Context: an optimization exercise on an open-source flow, tuned for small area. The choices shown serve that exercise and are no tape-out recipe.
Function was checked by simulation only, so behaviour that the tests miss may differ from the original.

File: flow/config.mk
export PLATFORM = sky130hd
export DESIGN_NAME = ame_sobel_filter
export DESIGN_NICKNAME = ame_sobel_filter
export VERILOG_FILES = /design/flow/design.v
export SDC_FILE = /design/flow/constraint.sdc
export NUM_CORES = 4
export LEC_CHECK = 0
export CAP_MARGIN = 20
export CORE_MARGIN = 2
export CORE_UTILIZATION = 70
export SLEW_MARGIN = 20
File: flow/constraint.sdc
create_clock -name core_clock -period 5.0 [get_ports {clk_i}]
set_input_delay 1.0000 -clock core_clock [delete_from_list [all_inputs] [get_ports {clk_i}]]
set_output_delay 1.0000 -clock core_clock [all_outputs]
set_load 0.01 [all_outputs]
File: flow/design.v
`timescale 1 ns / 1 ps
module ame_sobel_filter #(
    parameter LINE_DATA_BITS = 7,
    parameter COMP_DATA_BITS = 8
) (
    input logic clk_i,
    input logic rst_n_i,
    input  logic comp_init_i,
    output logic comp_done_o,
    input logic [5:0] [LINE_DATA_BITS-1:0] line_data_i,
    output logic [3:0] [3:0] [COMP_DATA_BITS-1:0] comp_data_o
);
localparam logic [2:0] IDLE  = 3'b000;
localparam logic [2:0] COL_0 = 3'b001;
localparam logic [2:0] COL_1 = 3'b010;
localparam logic [2:0] COL_2 = 3'b100;
localparam logic [2:0] COL_3 = 3'b101;
localparam logic [2:0] COL_4 = 3'b110;
localparam logic [2:0] COL_5 = 3'b111;
logic [2:0] ctl_sta;
logic       comp_done;
logic sub_2;
logic sub_0;
logic [41:0] line_bits;
logic [3:0] [COMP_DATA_BITS-1:0] comp_new;
logic [3:0] [3:0] [COMP_DATA_BITS-1:0] comp_data;
assign line_bits = line_data_i;
assign sub_2 = ctl_sta[2];
assign sub_0 = ctl_sta[2] & ctl_sta[1];
assign comp_done_o = comp_done;
assign comp_data_o = comp_data;
always_ff @(posedge clk_i or negedge rst_n_i)
begin
    if (!rst_n_i) begin
        ctl_sta   <= IDLE;
        comp_done <= 1'b0;
    end else begin
        case (ctl_sta)
            IDLE:    ctl_sta <= comp_init_i ? COL_0 : IDLE;
            COL_0:   ctl_sta <= COL_1;
            COL_1:   ctl_sta <= COL_2;
            COL_2:   ctl_sta <= COL_3;
            COL_3:   ctl_sta <= COL_4;
            COL_4:   ctl_sta <= COL_5;
            COL_5:   ctl_sta <= comp_init_i ? COL_0 : IDLE;
            default: ctl_sta <= IDLE;
        endcase
        comp_done <= (ctl_sta == COL_5);
    end
end
generate
    if (1) begin: row_0
        logic [7:0] na, nb;
        logic s0, s1, s2, s3, s4, s5, s6, s7, s8, s9, s10, s11, s12, s13, s14, s15, s16, s17, s18, s19, s20, s21, s22, s23, s24, s25, s26, s27, s28;
        logic c0, c1, c2, c3, c4, c5, c6, c7, c8, c9, c10, c11, c12, c13, c14, c15, c16, c17, c18, c19, c20, c21, c22, c23, c24, c25, c26, c27, c28;
        assign na = ~({8{sub_2}} & comp_data[0][2]);
        assign nb = ~({8{sub_0}} & comp_data[0][0]);
        assign s0 = na[0] ^ nb[0] ^ line_bits[0];
        assign c0 = (na[0] & nb[0]) | (na[0] & line_bits[0]) | (nb[0] & line_bits[0]);
        assign s1 = line_bits[14] ^ s0;
        assign c1 = line_bits[14] & s0;
        assign s2 = na[1] ^ nb[1] ^ 1'b1;
        assign c2 = (na[1] & nb[1]) | (na[1] & 1'b1) | (nb[1] & 1'b1);
        assign s3 = line_bits[7] ^ line_bits[1] ^ line_bits[15];
        assign c3 = (line_bits[7] & line_bits[1]) | (line_bits[7] & line_bits[15]) | (line_bits[1] & line_bits[15]);
        assign s4 = s2 ^ c0 ^ s3;
        assign c4 = (s2 & c0) | (s2 & s3) | (c0 & s3);
        assign s5 = c1 ^ s4;
        assign c5 = c1 & s4;
        assign s6 = na[2] ^ nb[2] ^ line_bits[8];
        assign c6 = (na[2] & nb[2]) | (na[2] & line_bits[8]) | (nb[2] & line_bits[8]);
        assign s7 = line_bits[2] ^ line_bits[16] ^ c2;
        assign c7 = (line_bits[2] & line_bits[16]) | (line_bits[2] & c2) | (line_bits[16] & c2);
        assign s8 = c3 ^ s6 ^ s7;
        assign c8 = (c3 & s6) | (c3 & s7) | (s6 & s7);
        assign s9 = c4 ^ s8 ^ c5;
        assign c9 = (c4 & s8) | (c4 & c5) | (s8 & c5);
        assign s10 = na[3] ^ nb[3] ^ line_bits[9];
        assign c10 = (na[3] & nb[3]) | (na[3] & line_bits[9]) | (nb[3] & line_bits[9]);
        assign s11 = line_bits[3] ^ line_bits[17] ^ c6;
        assign c11 = (line_bits[3] & line_bits[17]) | (line_bits[3] & c6) | (line_bits[17] & c6);
        assign s12 = c7 ^ s10 ^ c8;
        assign c12 = (c7 & s10) | (c7 & c8) | (s10 & c8);
        assign s13 = s11 ^ s12 ^ c9;
        assign c13 = (s11 & s12) | (s11 & c9) | (s12 & c9);
        assign s14 = na[4] ^ nb[4] ^ line_bits[10];
        assign c14 = (na[4] & nb[4]) | (na[4] & line_bits[10]) | (nb[4] & line_bits[10]);
        assign s15 = line_bits[4] ^ line_bits[18] ^ c10;
        assign c15 = (line_bits[4] & line_bits[18]) | (line_bits[4] & c10) | (line_bits[18] & c10);
        assign s16 = s14 ^ c11 ^ s15;
        assign c16 = (s14 & c11) | (s14 & s15) | (c11 & s15);
        assign s17 = c12 ^ s16 ^ c13;
        assign c17 = (c12 & s16) | (c12 & c13) | (s16 & c13);
        assign s18 = na[5] ^ nb[5] ^ line_bits[11];
        assign c18 = (na[5] & nb[5]) | (na[5] & line_bits[11]) | (nb[5] & line_bits[11]);
        assign s19 = line_bits[5] ^ line_bits[19] ^ c14;
        assign c19 = (line_bits[5] & line_bits[19]) | (line_bits[5] & c14) | (line_bits[19] & c14);
        assign s20 = s18 ^ c15 ^ s19;
        assign c20 = (s18 & c15) | (s18 & s19) | (c15 & s19);
        assign s21 = c16 ^ s20 ^ c17;
        assign c21 = (c16 & s20) | (c16 & c17) | (s20 & c17);
        assign s22 = na[6] ^ nb[6] ^ line_bits[12];
        assign c22 = (na[6] & nb[6]) | (na[6] & line_bits[12]) | (nb[6] & line_bits[12]);
        assign s23 = line_bits[6] ^ line_bits[20] ^ c18;
        assign c23 = (line_bits[6] & line_bits[20]) | (line_bits[6] & c18) | (line_bits[20] & c18);
        assign s24 = s22 ^ c19 ^ s23;
        assign c24 = (s22 & c19) | (s22 & s23) | (c19 & s23);
        assign s25 = c20 ^ s24 ^ c21;
        assign c25 = (c20 & s24) | (c20 & c21) | (s24 & c21);
        assign s26 = na[7] ^ nb[7] ^ line_bits[13];
        assign s27 = c22 ^ s26 ^ c23;
        assign s28 = c24 ^ s27 ^ c25;
        assign comp_new[0][0] = s1;
        assign comp_new[0][1] = s5;
        assign comp_new[0][2] = s9;
        assign comp_new[0][3] = s13;
        assign comp_new[0][4] = s17;
        assign comp_new[0][5] = s21;
        assign comp_new[0][6] = s25;
        assign comp_new[0][7] = s28;
    end
    if (1) begin: row_1
        logic [7:0] na, nb;
        logic s0, s1, s2, s3, s4, s5, s6, s7, s8, s9, s10, s11, s12, s13, s14, s15, s16, s17, s18, s19, s20, s21, s22, s23, s24, s25, s26, s27, s28;
        logic c0, c1, c2, c3, c4, c5, c6, c7, c8, c9, c10, c11, c12, c13, c14, c15, c16, c17, c18, c19, c20, c21, c22, c23, c24, c25, c26, c27, c28;
        assign na = ~({8{sub_2}} & comp_data[1][2]);
        assign nb = ~({8{sub_0}} & comp_data[1][0]);
        assign s0 = na[0] ^ nb[0] ^ line_bits[7];
        assign c0 = (na[0] & nb[0]) | (na[0] & line_bits[7]) | (nb[0] & line_bits[7]);
        assign s1 = line_bits[21] ^ s0;
        assign c1 = line_bits[21] & s0;
        assign s2 = na[1] ^ nb[1] ^ 1'b1;
        assign c2 = (na[1] & nb[1]) | (na[1] & 1'b1) | (nb[1] & 1'b1);
        assign s3 = line_bits[14] ^ line_bits[8] ^ line_bits[22];
        assign c3 = (line_bits[14] & line_bits[8]) | (line_bits[14] & line_bits[22]) | (line_bits[8] & line_bits[22]);
        assign s4 = s2 ^ c0 ^ s3;
        assign c4 = (s2 & c0) | (s2 & s3) | (c0 & s3);
        assign s5 = c1 ^ s4;
        assign c5 = c1 & s4;
        assign s6 = na[2] ^ nb[2] ^ line_bits[15];
        assign c6 = (na[2] & nb[2]) | (na[2] & line_bits[15]) | (nb[2] & line_bits[15]);
        assign s7 = line_bits[9] ^ line_bits[23] ^ c2;
        assign c7 = (line_bits[9] & line_bits[23]) | (line_bits[9] & c2) | (line_bits[23] & c2);
        assign s8 = c3 ^ s6 ^ s7;
        assign c8 = (c3 & s6) | (c3 & s7) | (s6 & s7);
        assign s9 = c4 ^ s8 ^ c5;
        assign c9 = (c4 & s8) | (c4 & c5) | (s8 & c5);
        assign s10 = na[3] ^ nb[3] ^ line_bits[16];
        assign c10 = (na[3] & nb[3]) | (na[3] & line_bits[16]) | (nb[3] & line_bits[16]);
        assign s11 = line_bits[10] ^ line_bits[24] ^ c6;
        assign c11 = (line_bits[10] & line_bits[24]) | (line_bits[10] & c6) | (line_bits[24] & c6);
        assign s12 = c7 ^ s10 ^ c8;
        assign c12 = (c7 & s10) | (c7 & c8) | (s10 & c8);
        assign s13 = s11 ^ s12 ^ c9;
        assign c13 = (s11 & s12) | (s11 & c9) | (s12 & c9);
        assign s14 = na[4] ^ nb[4] ^ line_bits[17];
        assign c14 = (na[4] & nb[4]) | (na[4] & line_bits[17]) | (nb[4] & line_bits[17]);
        assign s15 = line_bits[11] ^ line_bits[25] ^ c10;
        assign c15 = (line_bits[11] & line_bits[25]) | (line_bits[11] & c10) | (line_bits[25] & c10);
        assign s16 = s14 ^ c11 ^ s15;
        assign c16 = (s14 & c11) | (s14 & s15) | (c11 & s15);
        assign s17 = c12 ^ s16 ^ c13;
        assign c17 = (c12 & s16) | (c12 & c13) | (s16 & c13);
        assign s18 = na[5] ^ nb[5] ^ line_bits[18];
        assign c18 = (na[5] & nb[5]) | (na[5] & line_bits[18]) | (nb[5] & line_bits[18]);
        assign s19 = line_bits[12] ^ line_bits[26] ^ c14;
        assign c19 = (line_bits[12] & line_bits[26]) | (line_bits[12] & c14) | (line_bits[26] & c14);
        assign s20 = s18 ^ c15 ^ s19;
        assign c20 = (s18 & c15) | (s18 & s19) | (c15 & s19);
        assign s21 = c16 ^ s20 ^ c17;
        assign c21 = (c16 & s20) | (c16 & c17) | (s20 & c17);
        assign s22 = na[6] ^ nb[6] ^ line_bits[19];
        assign c22 = (na[6] & nb[6]) | (na[6] & line_bits[19]) | (nb[6] & line_bits[19]);
        assign s23 = line_bits[13] ^ line_bits[27] ^ c18;
        assign c23 = (line_bits[13] & line_bits[27]) | (line_bits[13] & c18) | (line_bits[27] & c18);
        assign s24 = s22 ^ c19 ^ s23;
        assign c24 = (s22 & c19) | (s22 & s23) | (c19 & s23);
        assign s25 = c20 ^ s24 ^ c21;
        assign c25 = (c20 & s24) | (c20 & c21) | (s24 & c21);
        assign s26 = na[7] ^ nb[7] ^ line_bits[20];
        assign s27 = c22 ^ s26 ^ c23;
        assign s28 = c24 ^ s27 ^ c25;
        assign comp_new[1][0] = s1;
        assign comp_new[1][1] = s5;
        assign comp_new[1][2] = s9;
        assign comp_new[1][3] = s13;
        assign comp_new[1][4] = s17;
        assign comp_new[1][5] = s21;
        assign comp_new[1][6] = s25;
        assign comp_new[1][7] = s28;
    end
    if (1) begin: row_2
        logic [7:0] na, nb;
        logic s0, s1, s2, s3, s4, s5, s6, s7, s8, s9, s10, s11, s12, s13, s14, s15, s16, s17, s18, s19, s20, s21, s22, s23, s24, s25, s26, s27, s28;
        logic c0, c1, c2, c3, c4, c5, c6, c7, c8, c9, c10, c11, c12, c13, c14, c15, c16, c17, c18, c19, c20, c21, c22, c23, c24, c25, c26, c27, c28;
        assign na = ~({8{sub_2}} & comp_data[2][2]);
        assign nb = ~({8{sub_0}} & comp_data[2][0]);
        assign s0 = na[0] ^ nb[0] ^ line_bits[14];
        assign c0 = (na[0] & nb[0]) | (na[0] & line_bits[14]) | (nb[0] & line_bits[14]);
        assign s1 = line_bits[28] ^ s0;
        assign c1 = line_bits[28] & s0;
        assign s2 = na[1] ^ nb[1] ^ 1'b1;
        assign c2 = (na[1] & nb[1]) | (na[1] & 1'b1) | (nb[1] & 1'b1);
        assign s3 = line_bits[21] ^ line_bits[15] ^ line_bits[29];
        assign c3 = (line_bits[21] & line_bits[15]) | (line_bits[21] & line_bits[29]) | (line_bits[15] & line_bits[29]);
        assign s4 = s2 ^ c0 ^ s3;
        assign c4 = (s2 & c0) | (s2 & s3) | (c0 & s3);
        assign s5 = c1 ^ s4;
        assign c5 = c1 & s4;
        assign s6 = na[2] ^ nb[2] ^ line_bits[22];
        assign c6 = (na[2] & nb[2]) | (na[2] & line_bits[22]) | (nb[2] & line_bits[22]);
        assign s7 = line_bits[16] ^ line_bits[30] ^ c2;
        assign c7 = (line_bits[16] & line_bits[30]) | (line_bits[16] & c2) | (line_bits[30] & c2);
        assign s8 = c3 ^ s6 ^ s7;
        assign c8 = (c3 & s6) | (c3 & s7) | (s6 & s7);
        assign s9 = c4 ^ s8 ^ c5;
        assign c9 = (c4 & s8) | (c4 & c5) | (s8 & c5);
        assign s10 = na[3] ^ nb[3] ^ line_bits[23];
        assign c10 = (na[3] & nb[3]) | (na[3] & line_bits[23]) | (nb[3] & line_bits[23]);
        assign s11 = line_bits[17] ^ line_bits[31] ^ c6;
        assign c11 = (line_bits[17] & line_bits[31]) | (line_bits[17] & c6) | (line_bits[31] & c6);
        assign s12 = c7 ^ s10 ^ c8;
        assign c12 = (c7 & s10) | (c7 & c8) | (s10 & c8);
        assign s13 = s11 ^ s12 ^ c9;
        assign c13 = (s11 & s12) | (s11 & c9) | (s12 & c9);
        assign s14 = na[4] ^ nb[4] ^ line_bits[24];
        assign c14 = (na[4] & nb[4]) | (na[4] & line_bits[24]) | (nb[4] & line_bits[24]);
        assign s15 = line_bits[18] ^ line_bits[32] ^ c10;
        assign c15 = (line_bits[18] & line_bits[32]) | (line_bits[18] & c10) | (line_bits[32] & c10);
        assign s16 = s14 ^ c11 ^ s15;
        assign c16 = (s14 & c11) | (s14 & s15) | (c11 & s15);
        assign s17 = c12 ^ s16 ^ c13;
        assign c17 = (c12 & s16) | (c12 & c13) | (s16 & c13);
        assign s18 = na[5] ^ nb[5] ^ line_bits[25];
        assign c18 = (na[5] & nb[5]) | (na[5] & line_bits[25]) | (nb[5] & line_bits[25]);
        assign s19 = line_bits[19] ^ line_bits[33] ^ c14;
        assign c19 = (line_bits[19] & line_bits[33]) | (line_bits[19] & c14) | (line_bits[33] & c14);
        assign s20 = s18 ^ c15 ^ s19;
        assign c20 = (s18 & c15) | (s18 & s19) | (c15 & s19);
        assign s21 = c16 ^ s20 ^ c17;
        assign c21 = (c16 & s20) | (c16 & c17) | (s20 & c17);
        assign s22 = na[6] ^ nb[6] ^ line_bits[26];
        assign c22 = (na[6] & nb[6]) | (na[6] & line_bits[26]) | (nb[6] & line_bits[26]);
        assign s23 = line_bits[20] ^ line_bits[34] ^ c18;
        assign c23 = (line_bits[20] & line_bits[34]) | (line_bits[20] & c18) | (line_bits[34] & c18);
        assign s24 = s22 ^ c19 ^ s23;
        assign c24 = (s22 & c19) | (s22 & s23) | (c19 & s23);
        assign s25 = c20 ^ s24 ^ c21;
        assign c25 = (c20 & s24) | (c20 & c21) | (s24 & c21);
        assign s26 = na[7] ^ nb[7] ^ line_bits[27];
        assign s27 = c22 ^ s26 ^ c23;
        assign s28 = c24 ^ s27 ^ c25;
        assign comp_new[2][0] = s1;
        assign comp_new[2][1] = s5;
        assign comp_new[2][2] = s9;
        assign comp_new[2][3] = s13;
        assign comp_new[2][4] = s17;
        assign comp_new[2][5] = s21;
        assign comp_new[2][6] = s25;
        assign comp_new[2][7] = s28;
    end
    if (1) begin: row_3
        logic [7:0] na, nb;
        logic s0, s1, s2, s3, s4, s5, s6, s7, s8, s9, s10, s11, s12, s13, s14, s15, s16, s17, s18, s19, s20, s21, s22, s23, s24, s25, s26, s27, s28;
        logic c0, c1, c2, c3, c4, c5, c6, c7, c8, c9, c10, c11, c12, c13, c14, c15, c16, c17, c18, c19, c20, c21, c22, c23, c24, c25, c26, c27, c28;
        assign na = ~({8{sub_2}} & comp_data[3][2]);
        assign nb = ~({8{sub_0}} & comp_data[3][0]);
        assign s0 = na[0] ^ nb[0] ^ line_bits[21];
        assign c0 = (na[0] & nb[0]) | (na[0] & line_bits[21]) | (nb[0] & line_bits[21]);
        assign s1 = line_bits[35] ^ s0;
        assign c1 = line_bits[35] & s0;
        assign s2 = na[1] ^ nb[1] ^ 1'b1;
        assign c2 = (na[1] & nb[1]) | (na[1] & 1'b1) | (nb[1] & 1'b1);
        assign s3 = line_bits[28] ^ line_bits[22] ^ line_bits[36];
        assign c3 = (line_bits[28] & line_bits[22]) | (line_bits[28] & line_bits[36]) | (line_bits[22] & line_bits[36]);
        assign s4 = s2 ^ c0 ^ s3;
        assign c4 = (s2 & c0) | (s2 & s3) | (c0 & s3);
        assign s5 = c1 ^ s4;
        assign c5 = c1 & s4;
        assign s6 = na[2] ^ nb[2] ^ line_bits[29];
        assign c6 = (na[2] & nb[2]) | (na[2] & line_bits[29]) | (nb[2] & line_bits[29]);
        assign s7 = line_bits[23] ^ line_bits[37] ^ c2;
        assign c7 = (line_bits[23] & line_bits[37]) | (line_bits[23] & c2) | (line_bits[37] & c2);
        assign s8 = c3 ^ s6 ^ s7;
        assign c8 = (c3 & s6) | (c3 & s7) | (s6 & s7);
        assign s9 = c4 ^ s8 ^ c5;
        assign c9 = (c4 & s8) | (c4 & c5) | (s8 & c5);
        assign s10 = na[3] ^ nb[3] ^ line_bits[30];
        assign c10 = (na[3] & nb[3]) | (na[3] & line_bits[30]) | (nb[3] & line_bits[30]);
        assign s11 = line_bits[24] ^ line_bits[38] ^ c6;
        assign c11 = (line_bits[24] & line_bits[38]) | (line_bits[24] & c6) | (line_bits[38] & c6);
        assign s12 = c7 ^ s10 ^ c8;
        assign c12 = (c7 & s10) | (c7 & c8) | (s10 & c8);
        assign s13 = s11 ^ s12 ^ c9;
        assign c13 = (s11 & s12) | (s11 & c9) | (s12 & c9);
        assign s14 = na[4] ^ nb[4] ^ line_bits[31];
        assign c14 = (na[4] & nb[4]) | (na[4] & line_bits[31]) | (nb[4] & line_bits[31]);
        assign s15 = line_bits[25] ^ line_bits[39] ^ c10;
        assign c15 = (line_bits[25] & line_bits[39]) | (line_bits[25] & c10) | (line_bits[39] & c10);
        assign s16 = s14 ^ c11 ^ s15;
        assign c16 = (s14 & c11) | (s14 & s15) | (c11 & s15);
        assign s17 = c12 ^ s16 ^ c13;
        assign c17 = (c12 & s16) | (c12 & c13) | (s16 & c13);
        assign s18 = na[5] ^ nb[5] ^ line_bits[32];
        assign c18 = (na[5] & nb[5]) | (na[5] & line_bits[32]) | (nb[5] & line_bits[32]);
        assign s19 = line_bits[26] ^ line_bits[40] ^ c14;
        assign c19 = (line_bits[26] & line_bits[40]) | (line_bits[26] & c14) | (line_bits[40] & c14);
        assign s20 = s18 ^ c15 ^ s19;
        assign c20 = (s18 & c15) | (s18 & s19) | (c15 & s19);
        assign s21 = c16 ^ s20 ^ c17;
        assign c21 = (c16 & s20) | (c16 & c17) | (s20 & c17);
        assign s22 = na[6] ^ nb[6] ^ line_bits[33];
        assign c22 = (na[6] & nb[6]) | (na[6] & line_bits[33]) | (nb[6] & line_bits[33]);
        assign s23 = line_bits[27] ^ line_bits[41] ^ c18;
        assign c23 = (line_bits[27] & line_bits[41]) | (line_bits[27] & c18) | (line_bits[41] & c18);
        assign s24 = s22 ^ c19 ^ s23;
        assign c24 = (s22 & c19) | (s22 & s23) | (c19 & s23);
        assign s25 = c20 ^ s24 ^ c21;
        assign c25 = (c20 & s24) | (c20 & c21) | (s24 & c21);
        assign s26 = na[7] ^ nb[7] ^ line_bits[34];
        assign s27 = c22 ^ s26 ^ c23;
        assign s28 = c24 ^ s27 ^ c25;
        assign comp_new[3][0] = s1;
        assign comp_new[3][1] = s5;
        assign comp_new[3][2] = s9;
        assign comp_new[3][3] = s13;
        assign comp_new[3][4] = s17;
        assign comp_new[3][5] = s21;
        assign comp_new[3][6] = s25;
        assign comp_new[3][7] = s28;
    end
    for (genvar r = 0; r < 4; r++) begin: shift_block
        always_ff @(posedge clk_i)
        begin
            comp_data[r][3] <= comp_new[r];
            comp_data[r][2] <= comp_data[r][3];
            comp_data[r][1] <= comp_data[r][2];
            comp_data[r][0] <= comp_data[r][1];
        end
    end
endgenerate
endmodule
File: flow/flow/run.sh
#!/bin/bash
# Standard layout, with the smallest buffer on the ports and a clock tree of
# small buffers without dummy loads.
export BUFFER_PORTS_ARGS="-buffer_cell sky130_fd_sc_hd__buf_1"
export CTS_ARGS="-sink_clustering_enable -repair_clock_nets -dont_use_dummy_load -buf_list {sky130_fd_sc_hd__clkbuf_4 sky130_fd_sc_hd__clkbuf_8}"
bash standard.sh > standard.log 2>&1
File: flow/standard.sh
#!/bin/bash
# synth_recipe.tcl (not shown) runs the flow's synth.tcl, then flattens the netlist and writes it again
# the make line also repeats each setting of config.mk as NAME=value (left out here)
make -C /OpenROAD-flow-scripts/flow DESIGN_CONFIG=/design/flow/config.mk WORK_HOME=/design/flow/orfs CLKGATE_MAP_FILE= SYNTH_SCRIPT=/design/flow/synth_recipe.tcl "${@:-finish}"
==> run notes, run 1 <==
Synth Flop Type=dfxtp_1; pin count of the biggest net entering global routing=28; # diodes=0; critical path required time=~5.3 ns; die height=95.2 um; Ys Warns=1; Worst setup SP type=flop; Max Root-Sink Buffers=2; worst-path fanout max=5; final hold vios=0; vias in the first global route=3913; RSZ-0062 raised after global routing=no; Die Span X=roughly 95 um; via count=~3700; worst skew pair latency=0.43 ns; final clock skew=0.0259 ns; layout cells sized above 1=6.04%; R2R Setup Slk=about 0.22 ns; multi-input combinational cell area=2660 um2; ranking of synthesized cells by area=dfxtp_1 44%, fa_1 32%, inv_1 8.2%, ha_1 2.6%, and2_1 2.2%; CTS tree=yes; Synth area leader=dfxtp_1; Placer Congestion=~0.84; core area=8130 um2; CTS buffer count=17; placed cell areas=6650 um2; I/O Buffers=173; Initial Util=a little under three quarters; Area growth syn-to-layout=19.3%; most frequent cells in the layout=173 x buf_1, 128 x dfxtp_1, 127 x inv_1; Worst EP arrival=5.10 ns; Final #Nets=between 800 and 900; area fraction of the dominant cell type after synthesis=between 40 and 50%; Overflow after GRT=0; global-route wire length before repair=18.6 mm; row count=33; CTS root buf=clkbuf_8; Post-synth EDFFs=0; final WL=11.8 mm; outcome=complete, no violations; FF/Latch Area=around 2700 um2; worst hold start=comp_data[12]; Slew Limit Fails=0; Max Cap Viol=0; Hold Crit Class=flop to flop; CP Class=flop to flop; I/O pins=around 170; Pre-antenna DRT Iters=4; fin area=between 6000 and 7000 um2; final worst path period share=roughly 96%; fin util=between 80% and 90%; ys async rst share=3.03%; Rel. slew slack=81.2%; Post-DRT Antenna Nets=0; die area=~9000 um2; CTS clk-pin slew, worst paths=0.08 ns; Crit. End Element=flop; Netlist cell types=20; GR Util All Layers=28.3%; sequential area share after synthesis=between 40% and 50%; wire per inst=15.3 um; H-Tree Depth=4; DRC violations left=0; first-iteration detailed-routing DRC count=between 80 and 90; final-layout fill cell count=approximately 450; Fmax=approximately 210 MHz; antenna violations before repair=0; syn_area_per_cell=roughly 12 um2; Synth Instances=467; FF+latch count, synth=132; Worst-Margin Slew=~0.28 ns; Clock Sinks=132; commonest non-fill, non-tap cell in the layout=buf_1; Post-Syn Nets=616; mapped cell area=between 5000 and 6000 um2; Final Setup Violations=0; minimum clock period=4.78 ns; Post-DP HPWL=9.20 mm; Via density=between 4 and 5
cell type report:
class,instances,area share (%)
tap,105,1.89
sequential,132,38.4
multi-input combinational,198,38.3
timing repair buffer,188,11.1
clock buffer,17,3.37
inverter,127,6.87
cells in the mapped netlist, types with 7 or more instances:
library cell    n
dfxtp_1       128
fa_1           92
nand2_1        21
clkbuf_1        7
and2_1         20
and3_1         20
inv_1         127
xnor2_1        12
ha_1           12
worst max-delay path, cell delays in order (launching register included):
cell,delay [ns]
dfrtp_2,0.41
buf_4,0.16
and3_1,0.16
ha_1,0.16
inv_1,0.06
fa_1,0.47
inv_1,0.06
fa_2,0.40
fa_1,0.54
inv_1,0.05
fa_1,0.38
inv_1,0.09
fa_1,0.20
inv_1,0.07
fa_1,0.38
fa_1,0.38
xnor3_1,0.41
xnor2_2,0.16
xnor2_1,0.13
worst paths after layout:
kind | cells past startpoint | end
max reg2reg | 18 | comp_data[127]
min in group asynchronous | 1 | ctl_sta[0]
max in group asynchronous | 1 | ctl_sta[1]
min reg2reg | 0 | comp_data[4]
min | 0 | comp_data[4]
max | 18 | comp_data[127]
metal layers:
layer,GRT usage (%),vias to the layer above,share of wire [%]
met5,0,-,0
met2,47.4,156,52
met3,5.93,23,6.6
met1,36.4,1833,40
li1,-,1713,-
met4,11.2,0,1.5
flip-flops by register name, indices dropped and copies added, names as in the netlist, named ones only:
signal	flops
comp_done	1
ctl_sta	2
comp_data	128
metrics by stage:
step           setup WS, ns  hold slack, ns  instances  setup TNS [ns]
6_report              0.221           0.339        767               0
5_1_grt              0.0383           0.345        767               0
4_1_cts             0.00108           0.340        763               0
3_5_place_dp         -0.152           0.335        746          -0.460
3_3_place_gp        -0.0646           0.331        746         -0.0658
2_1_floorplan         0.162           0.382        467               0
cells by family (layout without fill, tap and decap cells):
family / Yosys count / after routing / share of synthesized area [%]
AOI/OAI and AO/OA: 10 / 10 / 1.10
muxes: 1 / 1 / 0.172
buffers and inverters: 137 / 332 / 8.95
xor gates and xnor gates: 16 / 16 / 3.36
and+or+nand+nor: 67 / 67 / 6.39
DFF: 132 / 132 / 45.8
adders and majority gates: 104 / 104 / 34.3
timing repair:
item	in CTS	in global routing
gates cloned	0	0
setup endpoints to repair	1	4
resized for setup	1	7
buffers inserted	0	4
hold buffers	0	0
pin swaps	0	1
==> inputs of run 2 (changes only) <==
==> flow/flow/run.sh (replaced) <==
#!/bin/bash
# The standard layout, with three changes:
#  - after the standard synthesis, flow/pol2.py re-picks the polarity of the
#    full adders and gates to drop inverters (registers untouched); Yosys
#    proves the new netlist equivalent to the standard one, and the standard
#    netlist is kept if that proof fails;
#  - the port buffers are the smallest buffer;
#  - the clock tree uses small buffers and no dummy loads.
set -u
export BUFFER_PORTS_ARGS="-buffer_cell sky130_fd_sc_hd__buf_1"
export CTS_ARGS="-sink_clustering_enable -repair_clock_nets -dont_use_dummy_load -buf_list {sky130_fd_sc_hd__clkbuf_4 sky130_fd_sc_hd__clkbuf_8}"
LIB=$FLOW_HOME/platforms/sky130hd/lib/sky130_fd_sc_hd__tt_025C_1v80.lib
R=orfs/results/sky130hd/ame_sobel_filter/base

bash standard.sh synth > synth.log 2>&1 || exit 1

cp $R/1_2_yosys.v std_netlist.v
if python3 flow/pol2.py $LIB std_netlist.v pol_netlist.v > pol.log 2>&1; then
    yosys -p "read_liberty -ignore_miss_func $LIB; read_verilog std_netlist.v; rename $FLOW_TOP gold; read_verilog pol_netlist.v; rename $FLOW_TOP gate; flatten; rename -hide gate/w:_* gate/w:*.*; async2sync; opt_clean; equiv_make gold gate eq; hierarchy -top eq; equiv_simple -undef; equiv_induct -undef; equiv_status -assert" > equiv.log 2>&1
    if [ $? -eq 0 ]; then
        echo "using the re-polarised netlist" >> pol.log
        cp pol_netlist.v $R/1_2_yosys.v
        touch $R/1_2_yosys.v
    else
        echo "equivalence failed: keeping the standard netlist" >> pol.log
    fi
fi

bash standard.sh > standard.log 2>&1
==> flow/flow/pol2.py (new file) <==
#!/usr/bin/env python3
"""Re-pick the polarity of cells in a flat, mapped netlist to drop inverters.

A full adder is self-dual: inverting all three inputs inverts both outputs.
A simple gate has a twin in the library with the inverted output (and2/nand2,
a21o/a21oi, xor2/xnor2, ...). Synthesis leaves inverters around fa cells and
between gates that flipping some of them removes. This script drops the
netlist's inverters, then picks for each fa cell whether to flip it and for
each gate which twin to use, so that the area of the gates plus the inverters
still needed is smallest (a local search), and writes the netlist back with
one inverter per net that still needs an inverted copy. xor3/xnor3 cells
become fa cells (smaller) with the carry left open. Registers are not touched.

usage: pol2.py LIB IN.v OUT.v
"""
import re, sys, random, itertools

LIBF, INF, OUTF = sys.argv[1:4]
P = 'sky130_fd_sc_hd__'

# ---- library: area, pins and functions of simple one-output cells
lib = open(LIBF).read()
area, func, inpins, outpin = {}, {}, {}, {}
for cm in re.finditer(r'\n\s*cell\s*\(\s*"?(\w+)"?\s*\)\s*\{', lib):
    name = cm.group(1)
    end = lib.find('\n    cell (', cm.end())
    end = len(lib) if end < 0 else end
    blk = lib[cm.end():end]
    am = re.search(r'\barea\s*:\s*([\d.]+)', blk)
    if am:
        area[name] = float(am.group(1))
    if 'ff (' in blk or 'latch (' in blk or 'statetable' in blk:
        continue
    ins, outs = [], []
    for pm in re.finditer(r'\n\s*pin\s*\(\s*"?(\w+)"?\s*\)\s*\{(.*?)\n\s{8}\}', blk, re.S):
        pb = pm.group(2)
        d = re.search(r'direction\s*:\s*"?(\w+)', pb)
        if not d:
            continue
        if d.group(1) == 'input':
            ins.append(pm.group(1))
        elif d.group(1) == 'output':
            f = re.search(r'function\s*:\s*"([^"]*)"', pb)
            outs.append((pm.group(1), f.group(1) if f else None))
    if len(outs) == 1 and outs[0][1] and 1 <= len(ins) <= 5:
        inpins[name] = sorted(ins)
        outpin[name] = outs[0][0]
        func[name] = outs[0][1]

def to_py(e):
    toks = re.findall(r"[A-Za-z_]\w*|[!&|+^()']|\S", e)
    out = []
    prev = None   # previous token kind: 'v' for a value end, 'o' for an operator
    for t in toks:
        if re.fullmatch(r"[A-Za-z_]\w*", t) or t == '(' or t == '!':
            if prev == 'v':
                out.append(' and ')
            out.append({'!': ' not ', '(': '('}.get(t, t))
            prev = 'o' if t in '!(' else 'v'
        elif t == ')':
            out.append(')'); prev = 'v'
        elif t == "'":
            out.insert(len(out) - 1, ' not ') if False else out.append('')
            raise ValueError('postfix not')
        else:
            out.append({'&': ' and ', '|': ' or ', '+': ' or ', '^': ' != '}[t]); prev = 'o'
    return ''.join(out)

def truth(name):
    e = to_py(func[name])
    ins = inpins[name]
    tt = 0
    for k, vals in enumerate(itertools.product([0, 1], repeat=len(ins))):
        env = dict(zip(ins, [bool(v) for v in vals]))
        if eval(e, {}, env):
            tt |= 1 << k
    return tt

def usable(n):
    return n.startswith(P) and 'lpflow' not in n and 'probe' not in n and re.search(r'_[01]$', n)

twin = {}
sig = {}
for n in func:
    if not usable(n):
        continue
    try:
        sig[n] = (tuple(inpins[n]), truth(n))
    except Exception:
        pass
bysig = {}
for n, s in sig.items():
    bysig.setdefault(s, []).append(n)
for n, (pins, tt) in sig.items():
    full = (1 << (1 << len(pins))) - 1
    cands = bysig.get((pins, tt ^ full), [])
    if cands:
        twin[n] = min(cands, key=lambda c: (area[c], c))

# ---- netlist
src = open(INF).read()
m = re.search(r'^\s*sky130_fd_sc_hd__\w+\s', src, re.M)
head, body_end = src[:m.start()], src.rindex('endmodule')
body = src[m.start():body_end]
cell_re = re.compile(r'\s*(sky130_fd_sc_hd__\w+)\s+(\S+)\s*\((.*?)\);', re.S)
pin_re = re.compile(r'\.(\w+)\(\s*((?:\\\S+\s)|[^()\s]*)\s*\)')
cells = []
pos = 0
for cm in cell_re.finditer(body):
    assert body[pos:cm.start()].strip() == '', body[pos:cm.start()]
    pos = cm.end()
    pins = [(p, n.strip()) for p, n in pin_re.findall(cm.group(3))]
    cells.append([cm.group(1), cm.group(2), pins])
assert body[pos:].strip() == ''
assert 'assign' not in head

OUTS = {'X', 'Y', 'Q', 'Q_N', 'SUM', 'COUT', 'HI', 'LO'}
ports = set()
for pm in re.finditer(r'^\s*output\s+(\[(\d+):(\d+)\]\s+)?(\S+);', head, re.M):
    if pm.group(1):
        hi, lo = int(pm.group(2)), int(pm.group(3))
        for i in range(min(hi, lo), max(hi, lo) + 1):
            ports.add(f'{pm.group(4)}[{i}]')
    else:
        ports.add(pm.group(4))

def short(t):
    return t[len(P):]
isinv = lambda t: re.fullmatch(r'inv_\d+', short(t)) is not None
isfa = lambda t: re.fullmatch(r'fa_\d+', short(t)) is not None

# xor3/xnor3 -> fa with open carry; xnor3 needs its output inverted
base_pol = {}
for i, c in enumerate(cells):
    s = short(c[0])
    if re.fullmatch(r'x(n?)or3_1', s) and not any(n in ports for p, n in c[2]):
        d = dict(c[2])
        neg = s.startswith('xnor')
        c[0] = P + 'fa_1'
        c[2] = [('A', d['A']), ('B', d['B']), ('CIN', d['C']), ('COUT', ''), ('SUM', d['X'])]
        base_pol[i] = 1 if neg else 0

inv_of = {}
for c in cells:
    if isinv(c[0]):
        d = dict(c[2])
        if d['Y'] not in ports:
            inv_of[d['Y']] = d['A']

def resolve(n):
    p = 0
    while n in inv_of:
        n = inv_of[n]; p ^= 1
    return n, p

driver = {}
for i, c in enumerate(cells):
    for p, n in c[2]:
        if p in OUTS and n:
            driver[n] = i

live = [i for i, c in enumerate(cells) if not (isinv(c[0]) and dict(c[2])['Y'] in inv_of)]
def drives_port(c):
    return any(p in OUTS and n in ports for p, n in c[2])
FA = [i for i in live if isfa(cells[i][0]) and not drives_port(cells[i])]
GATE = [i for i in live if cells[i][0] in twin and not drives_port(cells[i]) and not isinv(cells[i][0])]
FAset, GATEset = set(FA), set(GATE)

loads = []  # (cell, pin index, root, pol)
for i in live:
    for k, (p, n) in enumerate(cells[i][2]):
        if p in OUTS:
            continue
        r, pol = resolve(n)
        loads.append((i, k, r, pol))
byroot = {}
for L in loads:
    byroot.setdefault(L[2], []).append(L)

const = lambda r: re.fullmatch(r"1'h[01]", r) is not None
INV_A = area[P + 'inv_1']

def srcflip(f, r):
    s = driver.get(r)
    return f.get(s, 0) ^ base_pol.get(s, 0) if s is not None else 0

def need(f, L):
    i, k, r, pol = L
    return pol ^ srcflip(f, r) ^ (f[i] if i in FAset else 0)

def gate_area(f, i):
    return area[twin[cells[i][0]]] if f[i] else area[cells[i][0]]

def total(f):
    a = 0.0
    needs = set()
    for L in loads:
        if need(f, L) and not const(L[2]):
            needs.add(L[2])
    a += INV_A * len(needs)
    for i in GATE:
        a += gate_area(f, i)
    return a

f = {i: 0 for i in FA + GATE}
start = total(f)
best, bestf = start, dict(f)
rng = random.Random(1)
var = FA + GATE
for restart in range(12):
    if restart:
        f = dict(bestf)
        for i in var:
            if rng.random() < 0.3:
                f[i] ^= 1
    cur = total(f)
    improved = True
    while improved:
        improved = False
        for i in var:
            f[i] ^= 1
            c2 = total(f)
            if c2 < cur - 1e-9:
                cur = c2; improved = True
            else:
                f[i] ^= 1
    if cur < best - 1e-9:
        best, bestf = cur, dict(f)
f = bestf

# ---- rewrite
newinv = {}
def inverted(r):
    if const(r):
        return "1'h1" if r.endswith('0') else "1'h0"
    if r not in newinv:
        newinv[r] = f'_polinv_{len(newinv)}_'
    return newinv[r]

for L in loads:
    i, k, r, pol = L
    p = cells[i][2][k][0]
    cells[i][2][k] = (p, inverted(r) if need(f, L) else r)
for i in GATE:
    if f[i]:
        old, new = cells[i][0], twin[cells[i][0]]
        op, np_ = outpin[old], outpin[new]
        cells[i][0] = new
        cells[i][2] = [(np_ if p == op else p, n) for p, n in cells[i][2]]

ninv_before = sum(1 for c in cells if isinv(c[0]))
sys.stderr.write(f'pol2.py: area of gates and removable inverters {start:.1f} -> {best:.1f}; '
                 f'{len(FA)} fa, {len(GATE)} gates; {len(inv_of)} inverters -> {len(newinv)}\n')

def fmt(n):
    return n + ' ' if n.startswith('\\') else n
out = [head]
for w in newinv.values():
    out.append(f'  wire {w};\n')
for i in live:
    c = cells[i]
    pins = ',\n'.join(f'    .{p}({fmt(n)})' for p, n in c[2])
    out.append(f'  {c[0]} {c[1]} (\n{pins}\n  );\n')
for r, w in newinv.items():
    out.append(f'  {P}inv_1 _polinv_cell_{w[8:-1]}_ (\n    .A({fmt(r)}),\n    .Y({w})\n  );\n')
out.append(src[body_end:])
open(OUTF, 'w').write(''.join(out))
==> run 2 against run 1 <==
  * Global-route usage up 4.1 points
  * Wire length rose by 14%
  * Critical path depth is 5 lower
  * Critical path type is now input pin to flop
  * Critical endpoint is now comp_data[95]
  * Highest routed layer unchanged
==> run notes, run 2 <==
Cell Chain, Critical Path=clkbuf_2, buf_4, fa_1, fa_1, ha_1, fa_2, fa_2, fa_1, fa_2, fa_1, xnor2_2, xnor2_2, xnor2_1; Final #Nets=709; Hold Crit Class=flop to flop; Die Span X=91.2 um; CTS root buf=clkbuf_8; Final Setup Violations=0; slowest cell on the critical path=fa_1; largest registers=comp_data (128), ctl_sta (2), comp_done (1); commonest non-fill, non-tap cell in the layout=buf_1; Area growth syn-to-layout=23.4%; worst r2r path cells=14; H-Tree Depth=4; most frequent cells in the layout=170 x buf_1, 128 x dfxtp_1, 83 x fa_1; final WL=13.4 mm; final hold slack=0.334 ns; critical path launch point=line_data_i[14]; Overflow after GRT=0; final hold vios=0; worst-path fanout max=3; row count=31; max reg flops=128; Max Cap Viol=0; Max Root-Sink Buffers=2; Clock Sinks=roughly 130; Crit. End Element=flop; Inst Count DP=636; worst skew pair latency=0.42 ns; Bufs and invs on worst path=2; Via density=about 5.4; R2R Setup Slk=between 0.04 and 0.05 ns; Cell Count, Final, Fillers Out=657; I/O Buffers=173; Pre-antenna DRT Iters=4; vias in the first global route=~3900; critical path required time=roughly 5.3 ns; Fmax=202 MHz; final worst path period share=99.0%; first-iteration detailed-routing DRC count=around 140; core area=7290 um2; CTS clk-pin slew, worst paths=0.07 ns; die area=roughly 8300 um2; via count=3520; fin area=6570 um2; placed cell areas=6220 um2; pin count of the biggest net entering global routing=27; Placer Congestion=0.868; mapped cell area=5330 um2; wire per inst=20.4 um; Reg-to-Reg End=comp_data[95]; final clock skew=between 0.02 and 0.025 ns; minimum clock period=4.95 ns; global-route wire length before repair=19.6 mm; outcome=complete, no violations; CTS buffer count=17; DRC violations left=0; final worst slack=0.0488 ns; CP delay by family, top=adder cells; R2R Path Start=ctl_sta[1]; Post-Syn Nets=roughly 500; die height=91.2 um; pre-CTS WS=-0.453 ns; Ys Warns=1; syn_area_per_cell=between 15 and 20 um2; # diodes=0; GR Util All Layers=32.3%; max incr delay on CP=0.50 ns; Worst EP arrival=5.28 ns; Post-DRT Antenna Nets=0; CP Class=input pin to flop; Post-DP HPWL=9.60 mm; Worst path depth=13; Slew Limit Fails=0; I/O pins=between 150 and 200; CTS tree=yes; Initial Util=73.0%; Worst setup SP type=input pin; antenna violations before repair=0; Post-CTS Hold Fix Bufs=0; Worst-Margin Slew=around 0.37 ns; Rel. slew slack=75.3%; Crit path top cell by count=fa_1; Reg with most FFs=comp_data; layout cells sized above 1=11.8%; Setup crit end=comp_data[95]; Synth Instances=354
run 2: worst min-delay path by stage:
| stage | cells past startpoint | slack (ns) | to | startpoint |
|---|---|---|---|---|
| 2_1_floorplan | 0 | 0.38 | comp_data[0] | comp_data[8] |
| 3_3_place_gp | 0 | 0.33 | comp_data[64] | comp_data[72] |
| 3_5_place_dp | 0 | 0.34 | comp_data[5] | comp_data[13] |
| 4_1_cts | 0 | 0.34 | comp_data[71] | comp_data[79] |
| 5_1_grt | 0 | 0.35 | comp_data[98] | comp_data[106] |
| 6_report | 0 | 0.33 | comp_data[71] | comp_data[79] |
run 2: what timing repair did:
| item | 4_1_cts | 5_1_grt |
|---|---|---|
| endpoints found under the setup margin | 4 | 4 |
| resized for setup | 8 | 15 |
| buffers inserted | 2 | 2 |
| pin swaps | 1 | 9 |
run 2: cell type report:
type | instances | area [um2]
Multi-Input combinational cell | 198 | 2640
Inverter | 14 | 52.6
Sequential cell | 132 | 2670
Fill cell | 295 | 719
Clock buffer | 17 | 234
Tap cell | 99 | 124
Timing Repair Buffer | 197 | 856
run 2: stage by stage:
step | utilization [%] | TNS (ns)
final | 90.1 | 0
after global routing | 90.1 | -0.135
after CTS | 89.3 | 0
after detailed placement | 85.3 | -1.67
after global placement | 85.3 | -0.893
after floorplan | - | 0
run 2: metal layers:
layer  vias to the layer above  share of wire, %  global-route usage (%)
met5                         -                 0                       0
met4                         0               2.7                    14.8
met3                        32               7.8                    7.80
met2                       214                55                    55.7
met1                      1776                34                    38.7
li1                       1498                 -                       -
==> inputs of run 3 (changes only) <==
--- a/flow/flow/run.sh
+++ b/flow/flow/run.sh
@@ -8,7 +8,7 @@
 #  - the clock tree uses small buffers and no dummy loads.
 set -u
 export BUFFER_PORTS_ARGS="-buffer_cell sky130_fd_sc_hd__buf_1"
-export CTS_ARGS="-sink_clustering_enable -repair_clock_nets -dont_use_dummy_load -buf_list {sky130_fd_sc_hd__clkbuf_4 sky130_fd_sc_hd__clkbuf_8}"
+export CTS_ARGS="-sink_clustering_enable -repair_clock_nets -dont_use_dummy_load -buf_list {sky130_fd_sc_hd__clkbuf_4 sky130_fd_sc_hd__clkbuf_8} -sink_clustering_size 20 -sink_clustering_max_diameter 80"
 LIB=$FLOW_HOME/platforms/sky130hd/lib/sky130_fd_sc_hd__tt_025C_1v80.lib
 R=orfs/results/sky130hd/ame_sobel_filter/base
 
--- a/flow/config.mk
+++ b/flow/config.mk
@@ -7,5 +7,5 @@
 export LEC_CHECK = 0
 export CAP_MARGIN = 20
 export CORE_MARGIN = 2
-export CORE_UTILIZATION = 70
+export CORE_UTILIZATION = 60
 export SLEW_MARGIN = 20
==> run 3 against run 2 <==
  * Highest routed layer unchanged
  * Synthesized cell count stayed put
  * Non-clock buffer count shrank 2
  * Worst setup slack better by 0.14 ns
  * Maximum frequency rose by 3.0%
  * Sequential share of layout area rose by 0.27 points
==> run notes, run 3 <==
outcome=complete, no violations; I/O pins=174; Worst-Margin Slew=approximately 0.36 ns; # diodes=0; CTS clk-pin slew, worst paths=0.07 ns; I/O Buffers=173; commonest non-fill, non-tap cell in the layout=buf_1; final worst slack=0.191 ns; CTS tree=yes; Worst EP arrival=5.12 ns; die area=just under 10000 um2; Worst setup SP type=input pin; antenna violations before repair=0; Final #Nets=707; Post-DRT Antenna Nets=0; pre-CTS WS=-0.399 ns; final-layout fill cell count=636; final hold slack=0.341 ns; Post-CTS Hold Fix Bufs=0; layout cells sized above 1=10.3%; placed cell areas=6230 um2; Max Root-Sink Buffers=2; Hold Path Depth=0; Worst path depth=13; vias in the first global route=3500; Bufs and invs on worst path=2; Slew Limit Fails=0; Pre-antenna DRT Iters=5; Ys Warns=1; Final Setup Violations=0; CP delay by family, top=adder cells; Fmax=a little over 200 MHz; DRC violations left=0; largest registers=comp_data (128), ctl_sta (2), comp_done (1); fin area=6530 um2; Via density=4.89; Post-Syn Nets=503; worst r2r path cells=14; multi-input combinational cell area=2620 um2; Crit. End Element=flop; GR Util All Layers=23.9%; Die Span X=98.2 um; pin count of the biggest net entering global routing=27; Hold Crit Class=flop to flop; core area=8680 um2; fin util=75.2%; final worst path period share=96.2%; Area growth syn-to-layout=22.6%; FF/Latch Area=2660 um2; Crit path top cell by count=fa_1; Placer Congestion=0.798; Clock Sinks=132; worst-path fanout max=3; Overflow after GRT=0; final clock skew=0.0242 ns; critical path required time=5.31 ns; CTS root buf=clkbuf_8; mapped cell area=5330 um2; die height=98.2 um; final hold vios=0; Synth Instances=354; CTS buffer count=17; via count=about 3200; syn_area_per_cell=about 15 um2; Rel. slew slack=76.0%; Cell Chain, Critical Path=clkbuf_2, fa_1, fa_1, ha_2, fa_2, fa_2, fa_1, fa_1, fa_1, inv_1, fa_1, xnor2_2, xnor2_1; max incr delay on CP=0.49 ns; CP Class=input pin to flop; max reg flops=128; H-Tree Depth=4; first-iteration detailed-routing DRC count=54; Initial Util=61.4%; row count=34; RSZ-0062 raised after global routing=yes; Post-DP HPWL=8.68 mm; most frequent cells in the layout=171 x buf_1, 128 x dfxtp_1, 87 x fa_1; final WL=10.6 mm; slowest cell on the critical path=fa_1; worst skew pair latency=0.42 ns; Max Cap Viol=0; wire per inst=16.0 um; Reg with most FFs=comp_data; minimum clock period=4.81 ns; global-route wire length before repair=17.3 mm
## run 3: layout make-up
cell class              instances  share of cell area (%)
well taps                     108                    2.07
multi-input cells             198                    40.2
repair buffers                195                    12.5
flip-flops and latches        132                    40.8
clock buffers                  17                    3.59
inverters                      14                   0.805
## run 3: final timing paths
check | from | endpoint | slack, ns
max in group asynchronous | rst_n_i | async pin | 4.37
min | comp_data[126] | comp_data[118] | 0.34
max reg2reg | ctl_sta[1] | comp_data[31] | 0.19
min reg2reg | comp_data[126] | comp_data[118] | 0.34
max | line_data_i[22] | comp_data[127] | 0.19
min in group asynchronous | rst_n_i | ctl_sta[0] | 0.40
## run 3: layer usage
layer / global-route usage (%) / wire length (um)
met5: 0 / 0
met4: 8.01 / 148
met3: 7.30 / 651
met2: 38.6 / 5360
met1: 31.3 / 4440
## run 3: repair_timing
item | in CTS | in global routing
resized for setup | 0 | 15
setup buffers | 0 | 1
endpoints found under the setup margin | 0 | 4
## run 3: per-stage QoR
step           std cells  TNS (ns)
2_1_floorplan        354         0
3_3_place_gp         646    -0.979
3_5_place_dp         646     -1.51
4_1_cts              663         0
5_1_grt              664   -0.0162
6_report             664         0
==> inputs of run 4 (changes only) <==
--- a/flow/flow/run.sh
+++ b/flow/flow/run.sh
@@ -8,7 +8,7 @@
 #  - the clock tree uses small buffers and no dummy loads.
 set -u
 export BUFFER_PORTS_ARGS="-buffer_cell sky130_fd_sc_hd__buf_1"
-export CTS_ARGS="-sink_clustering_enable -repair_clock_nets -dont_use_dummy_load -buf_list {sky130_fd_sc_hd__clkbuf_4 sky130_fd_sc_hd__clkbuf_8} -sink_clustering_size 20 -sink_clustering_max_diameter 80"
+export CTS_ARGS="-sink_clustering_enable -repair_clock_nets -dont_use_dummy_load -buf_list {sky130_fd_sc_hd__clkbuf_8} -sink_clustering_size 30 -sink_clustering_max_diameter 100"
 LIB=$FLOW_HOME/platforms/sky130hd/lib/sky130_fd_sc_hd__tt_025C_1v80.lib
 R=orfs/results/sky130hd/ame_sobel_filter/base
 
--- a/flow/config.mk
+++ b/flow/config.mk
@@ -5,7 +5,7 @@
 export SDC_FILE = /design/flow/constraint.sdc
 export NUM_CORES = 4
 export LEC_CHECK = 0
-export CAP_MARGIN = 20
+export CAP_MARGIN = 0
 export CORE_MARGIN = 2
 export CORE_UTILIZATION = 60
-export SLEW_MARGIN = 20
+export SLEW_MARGIN = 0
==> run 4 against run 3 <==
  * Maximum frequency unchanged
  * Clock skew stayed put
  * Core utilization did not move
  * Register-to-register slack about the same
  * Final cell count unchanged
  * First-iteration DRC count unchanged
  * Hold slack unchanged
  * Non-clock buffer count unchanged
  * Global-route usage stayed put
==> run notes, run 4 <==
outcome=complete, no violations; Ys Warns=1; Rel. slew slack=76.0%; final hold vios=0; CTS clk-pin slew, worst paths=0.07 ns; fin util=~75%; Max Root-Sink Buffers=2; Area growth syn-to-layout=22.6%; pre-CTS WS=-0.399 ns; Clock Sinks=132; Final #Nets=707; Via density=4.89; layout cells sized above 1=about a tenth; I/O Buffers=173; max reg flops=between 100 and 150; Crit. End Element=flop; via count=3244; antenna violations before repair=0; first-iteration detailed-routing DRC count=54; final WL=10.6 mm; Max Cap Viol=0; core area=8680 um2; GR Util All Layers=23.9%; commonest non-fill, non-tap cell in the layout=buf_1; Cell Count, Final, Fillers Out=664; FF/Latch Area=2660 um2; Worst-Margin Slew=0.360 ns; Slew Limit Fails=0; final worst slack=roughly 0.19 ns; CTS root buf=clkbuf_8; final worst path period share=96.2%; pin count of the biggest net entering global routing=27; Inst Count DP=646; die height=98.2 um; wire per inst=16.0 um; # diodes=0; CP Class=input pin to flop; vias in the first global route=3500; final-layout fill cell count=636; RSZ-0062 raised after global routing=yes; largest registers=comp_data (128), ctl_sta (2), comp_done (1); CTS buffer count=17; minimum clock period=4.81 ns; Hold Crit Class=flop to flop; Placer Congestion=between 0.7 and 0.8; Final Setup Violations=0; Pre-antenna DRT Iters=5; Worst EP arrival=5.12 ns; Synth Instances=roughly 350; row count=34; critical path required time=5.31 ns; multi-input combinational cell area=2620 um2; Post-Syn Nets=503; H-Tree Depth=4; Die Span X=about 98 um; most frequent cells in the layout=171 x buf_1, 128 x dfxtp_1, 87 x fa_1; mapped cell area=5330 um2; Post-DP HPWL=8.68 mm; Post-DRT Antenna Nets=0; worst-path fanout max=3; DRC violations left=0; Fmax=208 MHz; Overflow after GRT=0; die area=9650 um2; final clock skew=between 0.02 and 0.025 ns; Reg with most FFs=comp_data; syn_area_per_cell=15.0 um2; worst skew pair latency=0.42 ns; Initial Util=61.4%; I/O pins=174; Worst setup SP type=input pin; global-route wire length before repair=17.3 mm; CTS tree=yes
-- run 4: cell counts in the layout (fill, tap and decap cells not counted) --
Identical to the previous run, type by type.
-- run 4: repair_timing --
| item | 4_1_cts | 5_1_grt |
|---|---|---|
| buffers inserted | 0 | 1 |
| hold buffers | 0 | 0 |
| gates resized for setup | 0 | 15 |
| setup endpoints to repair | 0 | 4 |
-- run 4: final cells by class --
type / instances / area share, %
timing repair buffer: 195 / 12.5
multi-input combinational: 198 / 40.2
tap: 108 / 2.07
sequential: 132 / 40.8
clock buffer: 17 / 3.59
inverter: 14 / 0.805
-- run 4: per-stage QoR --
step	hold WS, ns	TNS, ns	instance area, um2
after floorplan	0.382	0	5330
after global placement	0.331	-0.979	6230
after detailed placement	0.334	-1.51	6230
after CTS	0.337	0	6460
after global routing	0.345	-0.0162	6530
final	0.341	0	6530
-- run 4: final timing paths --
path	from	to	slack, ns	depth (start not counted)
setup / recovery	line_data_i[22]	comp_data[127]	0.19	13
hold / removal	comp_data[126]	comp_data[118]	0.34	0
setup reg to reg	ctl_sta[1]	comp_data[31]	0.19	14
hold reg to reg	comp_data[126]	comp_data[118]	0.34	0
max in group asynchronous	rst_n_i	async pin	4.37	1
min in group asynchronous	rst_n_i	ctl_sta[0]	0.40	1
-- run 4: routing by layer --
metal	vias to the layer above	share of wire [%]	global-route usage, %
met5	-	0	0
met1	1608	42	31.3
met4	0	1.4	8.01
met2	123	51	38.6
li1	1500	-	-
met3	13	6.1	7.30
-- run 4: worst max-delay path: stages --
cell	delay, ns
clkbuf_2	0.13
fa_1	0.47
fa_1	0.49
ha_2	0.21
fa_2	0.42
fa_2	0.41
fa_1	0.42
fa_1	0.39
fa_1	0.37
inv_1	0.07
fa_1	0.44
xnor2_2	0.16
xnor2_1	0.13
==> inputs of run 5 (changes only) <==
--- a/flow/config.mk
+++ b/flow/config.mk
@@ -8,4 +8,5 @@
 export CAP_MARGIN = 0
 export CORE_MARGIN = 2
 export CORE_UTILIZATION = 60
+export GPL_TIMING_DRIVEN = 0
 export SLEW_MARGIN = 0
==> run 5 against run 4 <==
  * Sequential cell count did not move
  * Non-clock buffer count down 4
  * Core utilization is 0.37 points higher
  * Maximum frequency is 0.39% lower
  * First-iteration DRC count increased by 3.7%
  * Still clean on timing, DRC and antenna
  * Register-to-register slack got worse by 0.02 ns
  * Count of clock-buffer cells in the layout stayed put
  * Design area grew 0.50%
  * Synthesized cell count stayed put
  * Critical path depth up 2
  * Final cell count down 0.60%
==> run notes, run 5 <==
max reg flops=about 130; largest registers=comp_data (128), ctl_sta (2), comp_done (1); pin count of the biggest net entering global routing=17; final-layout fill cell count=620; minimum clock period=4.83 ns; Post-Syn Nets=503; hold endpoint=comp_data[64]; I/O pins=between 150 and 200; Max Root-Sink Buffers=2; core area=between 8000 and 9000 um2; most frequent cells in the layout=173 x buf_1, 128 x dfxtp_1, 77 x fa_1; pre-CTS WS=-0.542 ns; Fmax=~210 MHz; final clock skew=0.0287 ns; worst r2r path cells=15; critical path required time=5.28 ns; Final Setup Violations=0; die height=98.2 um; max incr delay on CP=0.52 ns; via count=3303; Hold Crit Class=flop to flop; CP delay by family, top=adder cells; Final #Nets=between 700 and 800; mapped cell area=5330 um2; RSZ-0062 raised after global routing=yes; final hold vios=0; CTS tree=yes; antenna violations before repair=0; Slew Limit Fails=0; I/O Buffers=173; Hold Path Depth=0; final hold slack=0.334 ns; Die Span X=98.2 um; GR Util All Layers=25.7%; slowest cell on the critical path=fa_1; worst hold start=comp_data[72]; H-Tree Depth=4; Worst setup SP type=flop; # diodes=0; R2R Path Start=ctl_sta[1]; setup TNS=0 ns; R2R Setup Slk=0.17 ns; Clock Sinks=132; CTS root buf=clkbuf_8; final WL=11.4 mm; final worst slack=0.172 ns; Rel. slew slack=76.5%; commonest non-fill, non-tap cell in the layout=buf_1; CP Class=flop to flop; Post-CTS Hold Fix Bufs=0; Pre-antenna DRT Iters=5; CTS buffer count=17; Worst-Margin Slew=0.352 ns; Via density=5.00; final worst path period share=96.6%; CTS clk-pin slew, worst paths=0.07 ns; Bufs and invs on worst path=3; Initial Util=roughly three fifths; worst skew pair latency=0.42 ns; vias in the first global route=approximately 3600; Post-DP HPWL=slightly below 9 mm; Ys Warns=1; DRC violations left=0; Overflow after GRT=0; Reg-to-Reg End=comp_data[63]; worst-path fanout max=4; die area=9650 um2; Synth Instances=354; first-iteration detailed-routing DRC count=56; Max Cap Viol=0; Post-DRT Antenna Nets=0; row count=34; Crit path top cell by count=fa_1; outcome=complete, no violations; Reg with most FFs=comp_data; Cell Chain, Critical Path=buf_8, buf_4, and3_1, ha_1, inv_1, fa_1, fa_2, fa_1, fa_2, fa_1, fa_2, fa_1, xnor2_2, xnor2_1, xnor2_1; syn_area_per_cell=15.0 um2; global-route wire length before repair=~18 mm; Area growth syn-to-layout=23.2%; wire per inst=~17 um; layout cells sized above 1=11.2%; Worst EP arrival=approximately 5.1 ns; Placer Congestion=0.787; Crit. End Element=flop
-- run 5: layout make-up --
type	count	area, um2	share of cell area (%)
well taps	108	135	2.06
clock buffers	17	234	3.57
flip-flops and latches	132	2660	40.6
repair buffers	181	709	10.8
inverters	14	52.6	0.801
multi-input cells	198	2650	40.5
plain buffers	10	110	1.68
-- run 5: routing by layer --
metal  routed length, um  track usage, %
met5                   0               0
met4                 165            8.85
met3                 699            6.66
met2                5910            42.0
met1                4630            34.2
-- run 5: through the flow --
| step | std cells | utilization (%) | instance area (um2) |
|---|---|---|---|
| final | 660 | 75.6 | 6560 |
| after global routing | 660 | 75.6 | 6560 |
| after CTS | 657 | 74.7 | 6480 |
| after detailed placement | 635 | 70.5 | 6110 |
| after global placement | 635 | 70.5 | 6110 |
| after floorplan | 354 | - | 5330 |
-- run 5: how the worst max path moves through the flow --
stage | start | endpoint | slack, ns | cells past startpoint
4_1_cts | ctl_sta[1] | comp_data[127] | 0.03 | 16
6_report | ctl_sta[1] | comp_data[63] | 0.17 | 15
2_1_floorplan | line_data_i[22] | comp_data[127] | 0.01 | 12
5_1_grt | flop | comp_data[127] | 0.002 | 16
3_3_place_gp | flop | comp_data[127] | -0.49 | 16
3_5_place_dp | flop | comp_data[127] | -0.54 | 16
-- run 5: timing repair --
action                                  4_1_cts  5_1_grt
endpoints found under the hold margin         0        0
buffers inserted                              5        3
resized for setup                            34       17
pin swaps                                     8        6
endpoints found under the setup margin        6        4
-- run 5: worst register-to-register path: cells and delay by family (launching register included) --
| kind | cells | cell delay (ns) |
|---|---|---|
| xor gates and xnor gates | 3 | 0.42 |
| adders and majority gates | 8 | 3.26 |
| buffers and inverters | 3 | 0.37 |
| DFF | 1 | 0.45 |
| and+or+nand+nor | 1 | 0.18 |

[static timing again, ports no longer ideal]
No port has a modelled driver above. Below, the same layouts with a new extraction and two added sets of constraints.
Step 1 assumes that a clkbuf_16 drives the clock port and a buf_2 every other input.
Step 2 moves the port delays by t, midway between the first and last clock arrival at a register: inputs arrive t later, outputs are due t later. That takes back most of the time a late clock gives input paths.
Slacks: ideal / step 1 / step 2; pairs: ideal / step 1.
run | shift t [ns] | slack for setup (ns) | latest minus earliest clock arrival (ns)
run 1 | 0.451 | 0.221 / 0.221 / -0.199 | 0.026 / 0.027
run 2 | 0.446 | 0.049 / 0.044 / -0.402 | 0.027 / 0.026
run 3 | 0.444 | 0.191 / 0.193 / -0.247 | 0.030 / 0.030
run 4 | 0.444 | 0.191 / 0.193 / -0.247 | 0.030 / 0.030
run 5 | 0.445 | 0.172 / 0.172 / -0.233 | 0.029 / 0.029
With both steps, setup timing fails in every run listed, where it was met with ideal ports. The setup slack of run 2, which loses most, moves by -0.005 ns with the drivers and by -0.451 ns with both steps.
